This design comes from an exercise in tuning for small area on the open sky130 flow, not from production work. In this exercise RTL edits were held to simulation tests only and were not proved equivalent to the original. Power is estimated from default activity; no workload was simulated.

==> run a <==
// top
module top(
        input CLK,
        input rst,
        input c1,
        input c2,
        input c3,
        input init,
        output Bounce_Remover_outc1,
        output Bounce_Remover_outc2,
        output Bounce_Remover_outc3,
        output mixer_out1,
        output mixer_out2,
        output mixer_out3,
        output so1,
        output so2,
        output so3,
        output dfil_new_out1,
        output dfil_new_out2,
        output dfil_new_out3,
        output UARTTX
    );
    localparam K = 125;      
    localparam BW = 25;      
    localparam L = 975;      
    reg [6:0] pos;
    wire [6:0] pos_n;
    rc_inc #(7) u_pos(.a(pos), .ci(1'b1), .s(pos_n));
    always @(posedge CLK) pos <= (rst || pos == K - 1) ? 7'd0 : pos_n;
    wire bnd = (pos == K - 1);
    reg [BW-1:0] W;
    always @(*)
        case (pos)
            7'd0: W = 25'd28950528;
            7'd1: W = 25'd25395200;
  ...
export LEC_CHECK = 0
export CAP_MARGIN = 20
export CORE_MARGIN = 2
export CORE_UTILIZATION = 50
export PLACE_DENSITY = 0.6
export SLEW_MARGIN = 20
create_clock -name core_clock -period 110.0 [get_ports {CLK}]
standard.sh (not shown) runs the stock make flow with config.mk's settings and CLKGATE_MAP_FILE= SYNTH_SCRIPT=/design/flow/synth_recipe.tcl, a recipe that flattens the netlist after the stock synthesis.
==> flow/flow/run.sh <==
#!/bin/bash
# Layout flow: the standard flow (standard.sh, unchanged synthesis and
# steps) with one change to clock tree synthesis: small clkbuf_4 leaf buffers
# for clusters of at most 9 flip-flops, and no dummy loads. The full output
# of the flow goes to standard.log in the work folder.
set -euo pipefail
export CTS_ARGS="-sink_clustering_enable -repair_clock_nets -sink_clustering_size 9 -sink_clustering_max_diameter 60 -buf_list sky130_fd_sc_hd__clkbuf_4 -dont_use_dummy_load"
bash standard.sh > standard.log 2>&1
==> inputs of run b, as changes to run a <==
--- a/flow/design.v
+++ b/flow/design.v
@@ -514,17 +514,17 @@
             7'd121: W = 25'd4;
             7'd122: W = 25'd3;
             7'd123: W = 25'd2;
             7'd124: W = 25'd1;
             default: W = 25'd0;
         endcase
-    reg [12:0] rcnt;
-    wire [12:0] rcnt_n;
-    rc_inc #(13) u_rc(.a(rcnt), .ci(1'b1), .s(rcnt_n));
-    always @(posedge CLK) rcnt <= rst ? 13'd0 : (rcnt == 13'd5000 ? rcnt : rcnt_n);
-    wire rok = (rcnt == 13'd5000);
+    reg [5:0] blk;
+    wire [5:0] blk_n;
+    rc_inc #(6) u_blk(.a(blk), .ci(bnd & ~blk[5] | bnd & ~blk[3]), .s(blk_n));
+    always @(posedge CLK) blk <= rst ? 6'd0 : blk_n;
+    wire rok = blk[5] & blk[3];
     reg [3:0] clk_count;
     wire [3:0] cc_n;
     rc_inc #(4) u_cc(.a(clk_count), .ci(1'b1), .s(cc_n));
     always @(posedge CLK) clk_count <= (rst || clk_count == 4'd10) ? 4'd0 : cc_n;
     wire tick = (clk_count == 4'd10);
     wire [15:0] result1, result2, result3;
==> flow/flow/run.sh (replaced) <==
#!/bin/bash
# Layout flow: the standard flow (standard.sh: the standard synthesis and
# ORFS steps) with two changes:
#  - clock tree synthesis uses small clkbuf_4 leaf buffers for clusters of at
#    most 9 flip-flops, and inserts no dummy loads;
#  - after global routing, ORFS's power recovery downsizes cells on paths
#    with slack (RECOVER_POWER).
# The full output of the flow goes to standard.log in the work folder.
set -euo pipefail
export CTS_ARGS="-sink_clustering_enable -repair_clock_nets -sink_clustering_size 9 -sink_clustering_max_diameter 60 -buf_list sky130_fd_sc_hd__clkbuf_4 -dont_use_dummy_load"
export RECOVER_POWER=100
bash standard.sh > standard.log 2>&1
==> inputs of run c, as changes to run a <==
--- a/flow/design.v
+++ b/flow/design.v
@@ -82,26 +82,24 @@
         output wire [15:0] result
     );
     reg [15:0] pulseCount;
     reg [15:0] countResult;
     reg [1:0] pulseRead;
     wire [15:0] pc_inc;
-    rc_inc #(16) u_inc(.a(pulseCount), .ci(1'b1), .s(pc_inc));
-    always @(posedge CLK)
+    wire rise = tick & (pulseRead == 2'b01);
+    rc_inc #(16) u_inc(.a(pulseCount), .ci(tick), .s(pc_inc));
+    always @(posedge CLK) begin
+        pulseCount <= (rst | rise) ? 16'd0 : pc_inc;
         if (rst) begin
-            pulseCount <= 16'd0;
             countResult <= 16'd0;
             pulseRead <= 2'd0;
         end else if (tick) begin
             pulseRead <= {pulseRead[0], pulse};
-            if (pulseRead == 2'b01) begin
-                countResult <= pulseCount;
-                pulseCount <= 16'd0;
-            end else
-                pulseCount <= pc_inc;
+            if (rise) countResult <= pulseCount;
         end
+    end
     assign result = countResult;
 endmodule
 module Period_Measurer(si, si0, Dh, Dl, init, locked, clk, rst);
    input  wire si;
    output reg  si0;
    output reg [15:0] Dh;
@@ -133,50 +131,46 @@
    wire [20:0] Tm;
    wire        qb;
    rc_add #(21) u_sub(.a(T), .b(~{1'b0, dv}), .ci(1'b1), .s(Tm), .co(qb));
    wire [19:0] Rn  = qb ? Tm[19:0] : T[19:0];
    wire qsh = div & ~ph[0];
    wire jz = (bc[4:0] == 5'd0);
+   wire bc_en = div | ((stt == 2'd1) & si_rise);
    wire [11:0] bc_dec;
-   rc_add #(12) u_bc(.a(bc), .b(12'hfff), .ci(1'b0), .s(bc_dec), .co());
+   rc_add #(12) u_bc(.a(bc), .b({12{bc_en}}), .ci(1'b0), .s(bc_dec), .co());
+   always @(posedge clk)
+     R <= last ? {16'd0, NUM[25:22]} :
+          jz   ? (ph[0] ? {16'd0, NUM[25:22]} : {10'd0, NUM[25:16]}) : Rn;
    always @(posedge clk)
      if (init | rst) begin
         stt    <= 2'd0;
         locked <= 1'b0;
         base_h <= 32'd0;
         base_l <= 32'd0;
         bc     <= 12'hfff;
      end else begin
         base_h[31:12] <= bh_inc[31:12];
         base_h[11:0]  <= qsh ? {base_h[10:0], qb} : bh_inc[11:0];
         base_l[31:8]  <= bl_inc[31:8];
         base_l[7:0]   <= qsh ? {base_l[6:0], base_h[11]} : bl_inc[7:0];
+        bc <= last ? 12'd21 : (div & jz) ? (ph[0] ? 12'd21 : 12'd15) : bc_dec;
         case (stt)
           2'd0: if (si_rise) stt <= 2'd1;
-          2'd1: if (si_rise) begin
-                   if (bc != 12'd0) bc <= bc_dec;
-                   else begin
-                      stt <= 2'd2;
-                      ph  <= 2'd0;
-                      bc  <= 12'd21;
-                      R   <= NUM[25:22];
-                      Dh  <= 16'hffff;
-                      Dl  <= 16'hffff;
-                   end
+          2'd1: if (last) begin
+                   stt <= 2'd2;
+                   ph  <= 2'd0;
+                   Dh  <= 16'hffff;
+                   Dl  <= 16'hffff;
                 end
           2'd2: begin
-                   bc <= bc_dec;
-                   R  <= Rn;
                    if (ph == 2'd1) Dh <= {Dh[14:0], qb};
                    if (ph == 2'd3) Dl <= {Dl[14:0], qb};
                    if (ph == 2'd0 && bc[4:0] == 5'd14) locked <= 1'b1;
                    if (jz) begin
                       ph <= ph + 1'b1;
                       if (ph == 2'd3) stt <= 2'd3;
-                      bc <= ph[0] ? 12'd21 : 12'd15;
-                      R  <= ph[0] ? {16'd0, NUM[25:22]} : {10'd0, NUM[25:16]};
                    end
                 end
           default: ;
         endcase
      end
 endmodule
@@ -187,42 +181,37 @@
     input wire rst;
     input wire locked;
     output wire so;
     output wire rise;
     output wire fall_done;
     reg so_reg;
-    reg [1:0] st;
-    reg [15:0] cnt;
+    reg [1:0] st;            
+    reg [15:0] cnt;          
     wire [15:0] cn;
     rc_inc #(16) u_inc(.a(cnt), .ci(1'b1), .s(cn));
     wire g = locked & ~rst;
+    wire hit = (st == 2'd1) ? (cn == Dh) : (cn == Dl);
     assign rise = g & (st == 2'd0);
     assign fall_done = (st == 2'd0) & (cnt == 16'd5000);
-    always @(posedge CLK)
+    always @(posedge CLK) begin
+        so_reg <= g & (st == 2'd1);
         if (g) begin
             case (st)
             2'd0: st <= 2'd3;
-            2'd1: begin
-                cnt <= cn;
-                so_reg <= 1'b1;
-                if (cn == Dh) begin st <= 2'd2; cnt <= 16'd0; end
-            end
-            2'd2: begin
-                cnt <= cn;
-                so_reg <= 1'b0;
-                if (cn == Dl) begin st <= 2'd1; cnt <= 16'd0; end
-            end
+            2'd1: if (hit) st <= 2'd2;
+            2'd2: if (hit) st <= 2'd1;
             2'd3: st <= 2'd1;
             endcase
+            cnt <= (st[0] ^ st[1]) & ~hit ? cn : 16'd0;
         end else begin
             st <= 2'd0;
-            so_reg <= 1'b0;
-            if (rst | fall_done) cnt <= 16'd0;
-            else if (st != 2'd0) cnt <= 16'd1;
-            else if (cnt != 16'd0) cnt <= cn;
+            cnt <= (rst | fall_done) ? 16'd0 :
+                   (st != 2'd0) ? 16'd1 :
+                   (cnt != 16'd0) ? cn : 16'd0;
         end
+    end
     assign so = so_reg;
 endmodule
 module lag_pulse(Dh, Dl, so, CLK, rst, rise, fall_done);
     input wire [15:0] Dh;
     input wire [15:0] Dl;
     input wire CLK;
@@ -232,36 +221,31 @@
     output wire so;
     reg so_reg;
     reg [1:0] st;
     reg [15:0] cnt;
     wire [15:0] cn;
     rc_inc #(16) u_inc(.a(cnt), .ci(1'b1), .s(cn));
-    always @(posedge CLK)
-        if (rst | fall_done) begin
+    wire hit = (st == 2'd1) ? (cn == Dh) : (cn == Dl);
+    wire go = (cnt == 16'd5000);
+    wire run = ~(rst | fall_done);
+    always @(posedge CLK) begin
+        so_reg <= run & (st == 2'd1);
+        if (~run) begin
             st <= 2'd0;
             cnt <= 16'd0;
-            so_reg <= 1'b0;
         end else begin
             case (st)
-            2'd0: begin
-                if (cnt == 16'd5000) begin st <= 2'd3; cnt <= 16'd0; end
-                else if (cnt != 16'd0 || rise) cnt <= cn;
-            end
-            2'd1: begin
-                cnt <= cn;
-                so_reg <= 1'b1;
-                if (cn == Dh) begin st <= 2'd2; cnt <= 16'd0; end
-            end
-            2'd2: begin
-                cnt <= cn;
-                so_reg <= 1'b0;
-                if (cn == Dl) begin st <= 2'd1; cnt <= 16'd0; end
-            end
+            2'd0: if (go) st <= 2'd3;
+            2'd1: if (hit) st <= 2'd2;
+            2'd2: if (hit) st <= 2'd1;
             2'd3: st <= 2'd1;
             endcase
+            cnt <= (st == 2'd0) ? ((~go & (cnt != 16'd0 | rise)) ? cn : 16'd0) :
+                   ((st[0] ^ st[1]) & ~hit ? cn : 16'd0);
         end
+    end
     assign so = so_reg;
 endmodule
 module dfil_new #(parameter K = 125, parameter BW = 25, parameter L = 975) (
     input wire indata,       
     input wire B,            
     input wire B0,           
@@ -327,38 +311,34 @@
 endmodule
 module UART(input [15:0] DATA, input hi, input CLK, input rst, input START, output reg UARTTX);
     reg [6:0] clkCount;
     reg [3:0] dataCount;
     reg sendStBit;
     wire [7:0] byte_ = hi ? DATA[15:8] : DATA[7:0];
+    wire bt;
     wire [6:0] cc_n;
     wire [3:0] dc_n;
     rc_inc #(7) u_cc(.a(clkCount), .ci(1'b1), .s(cc_n));
-    rc_inc #(4) u_dc(.a(dataCount), .ci(1'b1), .s(dc_n));
-    always @(posedge CLK)
+    rc_inc #(4) u_dc(.a(dataCount), .ci(bt), .s(dc_n));
+    assign bt = sendStBit & (clkCount == 7'd100);     
+    always @(posedge CLK) begin
+        clkCount <= (rst | ~sendStBit | bt) ? 7'd0 : cc_n;
+        dataCount <= (rst | (bt & (dataCount == 4'd9))) ? 4'd0 : dc_n;
         if (rst) begin
-            clkCount <= 7'd0;
-            dataCount <= 4'd0;
             sendStBit <= 1'b0;
             UARTTX <= 1'b1;
         end else if (sendStBit) begin
-            if (clkCount != 7'd100)
-                clkCount <= cc_n;
-            else begin
-                clkCount <= 7'd0;
-                dataCount <= dc_n;
+            if (bt) begin
                 UARTTX <= dataCount[3] | byte_[dataCount[2:0]];
-                if (dataCount == 4'd9) begin
-                    sendStBit <= 1'b0;
-                    dataCount <= 4'd0;
-                end
+                if (dataCount == 4'd9) sendStBit <= 1'b0;
             end
         end else if (START) begin
             sendStBit <= 1'b1;
             UARTTX <= 1'b0;
         end
+    end
 endmodule
 `timescale 1ns / 1ps
 module top(
         input CLK,
         input rst,
         input c1,
@@ -514,17 +494,17 @@
             7'd121: W = 25'd4;
             7'd122: W = 25'd3;
             7'd123: W = 25'd2;
             7'd124: W = 25'd1;
             default: W = 25'd0;
         endcase
-    reg [12:0] rcnt;
-    wire [12:0] rcnt_n;
-    rc_inc #(13) u_rc(.a(rcnt), .ci(1'b1), .s(rcnt_n));
-    always @(posedge CLK) rcnt <= rst ? 13'd0 : (rcnt == 13'd5000 ? rcnt : rcnt_n);
-    wire rok = (rcnt == 13'd5000);
+    reg [5:0] blk;
+    wire [5:0] blk_n;
+    rc_inc #(6) u_blk(.a(blk), .ci(bnd & ~blk[5] | bnd & ~blk[3]), .s(blk_n));
+    always @(posedge CLK) blk <= rst ? 6'd0 : blk_n;
+    wire rok = blk[5] & blk[3];
     reg [3:0] clk_count;
     wire [3:0] cc_n;
     rc_inc #(4) u_cc(.a(clk_count), .ci(1'b1), .s(cc_n));
     always @(posedge CLK) clk_count <= (rst || clk_count == 4'd10) ? 4'd0 : cc_n;
     wire tick = (clk_count == 4'd10);
     wire [15:0] result1, result2, result3;
==> flow/flow/run.sh (replaced) <==
#!/bin/bash
# Layout flow: the standard flow (standard.sh: the standard synthesis and
# ORFS steps) with one change to clock tree synthesis: small clkbuf_4 leaf
# buffers for clusters of at most 9 flip-flops, and no dummy loads.
# The full output of the flow goes to standard.log in the work folder.
set -euo pipefail
export CTS_ARGS="-sink_clustering_enable -repair_clock_nets -sink_clustering_size 9 -sink_clustering_max_diameter 60 -buf_list sky130_fd_sc_hd__clkbuf_4 -dont_use_dummy_load"
bash standard.sh > standard.log 2>&1
==> notes.md <==
- Run c produced a clean layout. Run b reached the layout checks and failed them: max-capacitance violations, max-slew violations. Run a completed with no timing, DRC or antenna violations.
- Worst hold slack: run b is worse than run c (21 ps).
- First-iteration DRC count, lowest first: run c, run a, run b.
- Between run c and run b, the lower count of clock-buffer cells in the layout is in run b (gap 1).
- In sequential power, run c and run a hardly differ.
- The lowest routed wire length belongs to run c, the highest to run b.
